Source: an optimization exercise on an open RTL-to-GDS flow (aim: small area). Production flows keep margins and buffers that such runs may drop.
In this exercise RTL edits were held to simulation tests only and were not proved equivalent to the original.
No activity file was given, so power comes from the tool's default toggle rates.

==> flow/design.v <==
module ALUControl(operation, ALUOp, ff);
	input [1:0] ALUOp;
	input [5:0] ff;
	output [2:0] operation;
	assign operation[0] = ALUOp[1] & (ff[0] | ff[3]);
	assign operation[1] = ~ALUOp[1] | ~ff[2];
	assign operation[2] = (ALUOp[1] & ff[1]) | ALUOp[0];
endmodule
module ALU32Bit(zero, carryOut, result, a, b, op);
	input [31:0] a, b;
	input [2:0] op;
	output [31:0] result;
	output zero, carryOut;
	wire sub = op[2];
	wire [31:0] bx = b ^ {32{sub}};
	wire [31:0] g = a & bx;
	wire [31:0] p = a ^ bx;
	wire G0_0 = g[0] | (p[0] & sub);
	wire G1_1 = g[1] | (p[1] & G0_0);
	wire G1_3 = g[3] | (p[3] & g[2]);
	wire P1_3 = p[3] & p[2];
	wire G1_5 = g[5] | (p[5] & g[4]);
	wire P1_5 = p[5] & p[4];
	wire G1_7 = g[7] | (p[7] & g[6]);
	wire P1_7 = p[7] & p[6];
	wire G1_9 = g[9] | (p[9] & g[8]);
	wire P1_9 = p[9] & p[8];
	wire G1_11 = g[11] | (p[11] & g[10]);
	wire P1_11 = p[11] & p[10];
	wire G1_13 = g[13] | (p[13] & g[12]);
	wire P1_13 = p[13] & p[12];
	wire G1_15 = g[15] | (p[15] & g[14]);
	wire P1_15 = p[15] & p[14];
	wire G1_17 = g[17] | (p[17] & g[16]);
	wire P1_17 = p[17] & p[16];
	wire G1_19 = g[19] | (p[19] & g[18]);
	wire P1_19 = p[19] & p[18];
	wire G1_21 = g[21] | (p[21] & g[20]);
	wire P1_21 = p[21] & p[20];
	wire G1_23 = g[23] | (p[23] & g[22]);
	wire P1_23 = p[23] & p[22];
	wire G1_25 = g[25] | (p[25] & g[24]);
	wire P1_25 = p[25] & p[24];
	wire G1_27 = g[27] | (p[27] & g[26]);
	wire P1_27 = p[27] & p[26];
	wire G1_29 = g[29] | (p[29] & g[28]);
	wire P1_29 = p[29] & p[28];
	wire G1_31 = g[31] | (p[31] & g[30]);
	wire P1_31 = p[31] & p[30];
	wire G2_3 = G1_3 | (P1_3 & G1_1);
	wire G2_7 = G1_7 | (P1_7 & G1_5);
	wire P2_7 = P1_7 & P1_5;
	wire G2_11 = G1_11 | (P1_11 & G1_9);
	wire P2_11 = P1_11 & P1_9;
	wire G2_15 = G1_15 | (P1_15 & G1_13);
	wire P2_15 = P1_15 & P1_13;
	wire G2_19 = G1_19 | (P1_19 & G1_17);
	wire P2_19 = P1_19 & P1_17;
	wire G2_23 = G1_23 | (P1_23 & G1_21);
	wire P2_23 = P1_23 & P1_21;
	wire G2_27 = G1_27 | (P1_27 & G1_25);
	wire P2_27 = P1_27 & P1_25;
	wire G2_31 = G1_31 | (P1_31 & G1_29);
	wire P2_31 = P1_31 & P1_29;
	wire G3_7 = G2_7 | (P2_7 & G2_3);
	wire G3_15 = G2_15 | (P2_15 & G2_11);
	wire P3_15 = P2_15 & P2_11;
	wire G3_23 = G2_23 | (P2_23 & G2_19);
	wire P3_23 = P2_23 & P2_19;
	wire G3_31 = G2_31 | (P2_31 & G2_27);
	wire P3_31 = P2_31 & P2_27;
	wire G4_15 = G3_15 | (P3_15 & G3_7);
	wire G4_31 = G3_31 | (P3_31 & G3_23);
	wire P4_31 = P3_31 & P3_23;
	wire G5_31 = G4_31 | (P4_31 & G4_15);
	wire G6_23 = G3_23 | (P3_23 & G4_15);
	wire G7_11 = G2_11 | (P2_11 & G3_7);
	wire G7_19 = G2_19 | (P2_19 & G4_15);
	wire G7_27 = G2_27 | (P2_27 & G6_23);
	wire G8_5 = G1_5 | (P1_5 & G2_3);
	wire G8_9 = G1_9 | (P1_9 & G3_7);
	wire G8_13 = G1_13 | (P1_13 & G7_11);
	wire G8_17 = G1_17 | (P1_17 & G4_15);
	wire G8_21 = G1_21 | (P1_21 & G7_19);
	wire G8_25 = G1_25 | (P1_25 & G6_23);
	wire G8_29 = G1_29 | (P1_29 & G7_27);
	wire G9_2 = g[2] | (p[2] & G1_1);
	wire G9_4 = g[4] | (p[4] & G2_3);
	wire G9_6 = g[6] | (p[6] & G8_5);
	wire G9_8 = g[8] | (p[8] & G3_7);
	wire G9_10 = g[10] | (p[10] & G8_9);
	wire G9_12 = g[12] | (p[12] & G7_11);
	wire G9_14 = g[14] | (p[14] & G8_13);
	wire G9_16 = g[16] | (p[16] & G4_15);
	wire G9_18 = g[18] | (p[18] & G8_17);
	wire G9_20 = g[20] | (p[20] & G7_19);
	wire G9_22 = g[22] | (p[22] & G8_21);
	wire G9_24 = g[24] | (p[24] & G6_23);
	wire G9_26 = g[26] | (p[26] & G8_25);
	wire G9_28 = g[28] | (p[28] & G7_27);
	wire G9_30 = g[30] | (p[30] & G8_29);
	wire [32:0] c;
	assign c[0] = sub;
	assign c[1] = G0_0;
	assign c[2] = G1_1;
	assign c[3] = G9_2;
	assign c[4] = G2_3;
	assign c[5] = G9_4;
	assign c[6] = G8_5;
	assign c[7] = G9_6;
	assign c[8] = G3_7;
	assign c[9] = G9_8;
	assign c[10] = G8_9;
	assign c[11] = G9_10;
	assign c[12] = G7_11;
	assign c[13] = G9_12;
	assign c[14] = G8_13;
	assign c[15] = G9_14;
	assign c[16] = G4_15;
	assign c[17] = G9_16;
	assign c[18] = G8_17;
	assign c[19] = G9_18;
	assign c[20] = G7_19;
	assign c[21] = G9_20;
	assign c[22] = G8_21;
	assign c[23] = G9_22;
	assign c[24] = G6_23;
	assign c[25] = G9_24;
	assign c[26] = G8_25;
	assign c[27] = G9_26;
	assign c[28] = G7_27;
	assign c[29] = G9_28;
	assign c[30] = G8_29;
	assign c[31] = G9_30;
	assign c[32] = G5_31;
	wire [31:0] s = p ^ c[31:0];
	wire cout = c[32];
	wire logic_op = ~op[1] & ~op[2];
	wire arith = op[1] & ~op[0];
	wire slt = op[2] & op[1] & op[0];
	wire ep = arith | (logic_op & op[0]);
	assign result = (({32{ep}} & p) ^ (({32{arith}} & c[31:0]) | ({32{logic_op}} & g)))
		| {31'b0, slt & ~cout};
	assign carryOut = arith & (cout ^ sub);
	assign zero = ~|result;
endmodule
module ALUUnit(clock, ALUOp, funct, a, b, result, zero, carryOut);
	input clock;
	input [1:0] ALUOp;
	input [5:0] funct;
	input [31:0] a, b;
	output reg [31:0] result;
	output zero;
	output reg carryOut;
	wire [2:0] operation;
	wire [31:0] aluResult;
	wire aluZero, aluCarry;
	reg [31:0] resultQ;
	reg carryQ;
	ALUControl ctl(operation, ALUOp, funct);
	ALU32Bit alu(aluZero, aluCarry, aluResult, a, b, operation);
	always @(posedge clock)
	begin
		resultQ <= aluResult;
		if (operation == 3'd2 || operation == 3'd6)
			carryQ <= aluCarry;
		result <= resultQ;
		carryOut <= carryQ;
	end
	assign zero = ~|result;
endmodule
clock: 5.0 ns
lec_check: 0
cap_margin: 20
core_margin: 2
core_utilization: 40
slew_margin: 20
standard.sh (not shown) runs the stock make flow with config.mk's settings and CLKGATE_MAP_FILE= SYNTH_SCRIPT=/design/flow/synth_recipe.tcl, a recipe that flattens the netlist after the stock synthesis.
==> flow/flow/run.sh <==
#!/bin/bash
# Standard ORFS layout with three changes: synthesis maps the logic with
# an area-oriented ABC script (flow/synth.abc) in place of ORFS's speed
# script (the registers come out as in the standard synthesis), the port
# buffers use the smallest buffer, and CTS builds its tree from clkbuf_4
# without dummy loads.
set -euo pipefail
export BUFFER_PORTS_ARGS="-buffer_cell sky130_fd_sc_hd__buf_1"
export CTS_ARGS="-sink_clustering_enable -repair_clock_nets -dont_use_dummy_load -buf_list sky130_fd_sc_hd__clkbuf_4"
export MY_ABC_SCRIPT=$PWD/flow/synth.abc
# synth_recipe.tcl with ORFS's ABC script swapped for flow/synth.abc
{
  head -n 1 synth_recipe.tcl
  cat flow/abc_override.tcl
  tail -n +2 synth_recipe.tcl
} > my_synth.tcl
sed -e "s#$PWD/synth_recipe.tcl#$PWD/my_synth.tcl#g" standard.sh > my_standard.sh
grep -q my_synth.tcl my_standard.sh
bash my_standard.sh finish > standard_flow.log 2>&1
==> flow/flow/abc_override.tcl <==
proc abc {args} {
  set i [lsearch -exact $args -script]
  if { $i >= 0 } { lset args [expr {$i + 1}] $::env(MY_ABC_SCRIPT) }
  yosys abc {*}$args
}
==> flow/flow/synth.abc <==
&get -n
&st
&dch
&nf -R 1000 -p
&put
Next try:
--- a/flow/design.v
+++ b/flow/design.v
@@ -136,12 +136,12 @@
 	wire [31:0] s = p ^ c[31:0];
 	wire cout = c[32];
 	wire logic_op = ~op[1] & ~op[2];
 	wire arith = op[1] & ~op[0];
 	wire slt = op[2] & op[1] & op[0];
-	wire ep = arith | (logic_op & op[0]);
-	assign result = (({32{ep}} & p) ^ (({32{arith}} & c[31:0]) | ({32{logic_op}} & g)))
+	assign result = ({32{logic_op}} & (g | ({32{op[0]}} & p)))
+		| ({32{arith}} & s)
 		| {31'b0, slt & ~cout};
 	assign carryOut = arith & (cout ^ sub);
 	assign zero = ~|result;
 endmodule
 module ALUUnit(clock, ALUOp, funct, a, b, result, zero, carryOut);
Clock skew went down by 0.0058 ns; via count is lower by 3.0%; power shrinks by 1.4%; non-clock buffer count stays the same; maximum frequency falls by 3.7%; routed wire length climbs by 0.38%; critical path depth is unchanged; cell count climbs by 0.72%; core utilization shrinks by 0.72 points; clock-buffer cell count does not change; synthesized cell count stays flat; worst setup slack gets worse by 0.17 ns.

## static timing again, ports no longer ideal
No port has a modelled driver above. Below, the same layouts with a new extraction and two added sets of constraints. Step 1 (the two cells are an assumption about what drives the block):
set clk [get_ports {clock}]
set_driving_cell -lib_cell sky130_fd_sc_hd__clkbuf_16 $clk
set_driving_cell -lib_cell sky130_fd_sc_hd__buf_2 [delete_from_list [all_inputs] $clk]
Step 2 moves the port delays by t, midway between the first and last clock arrival at a register: inputs arrive t later, outputs are due t later. That takes back most of the time a late clock gives input paths. Three values: ideal ports, drivers, drivers and shift; two values: the first two.
| run | shift t [ns] | setup WS [ns] | hold WS [ns] | cell pins on the clock port's net |
|---|---|---|---|---|
| the first run | 0.396 | 0.681 / 0.688 / 0.291 | 0.322 / 0.322 / 0.322 | 1 |
| the second run | 0.398 | 0.515 / 0.521 / 0.123 | 0.328 / 0.328 / 0.328 | 1 |
After both steps setup and hold are still met in every run listed. For the second run, which loses most, drivers alone change the setup slack by +0.006 ns; drivers and shift together by -0.392 ns.
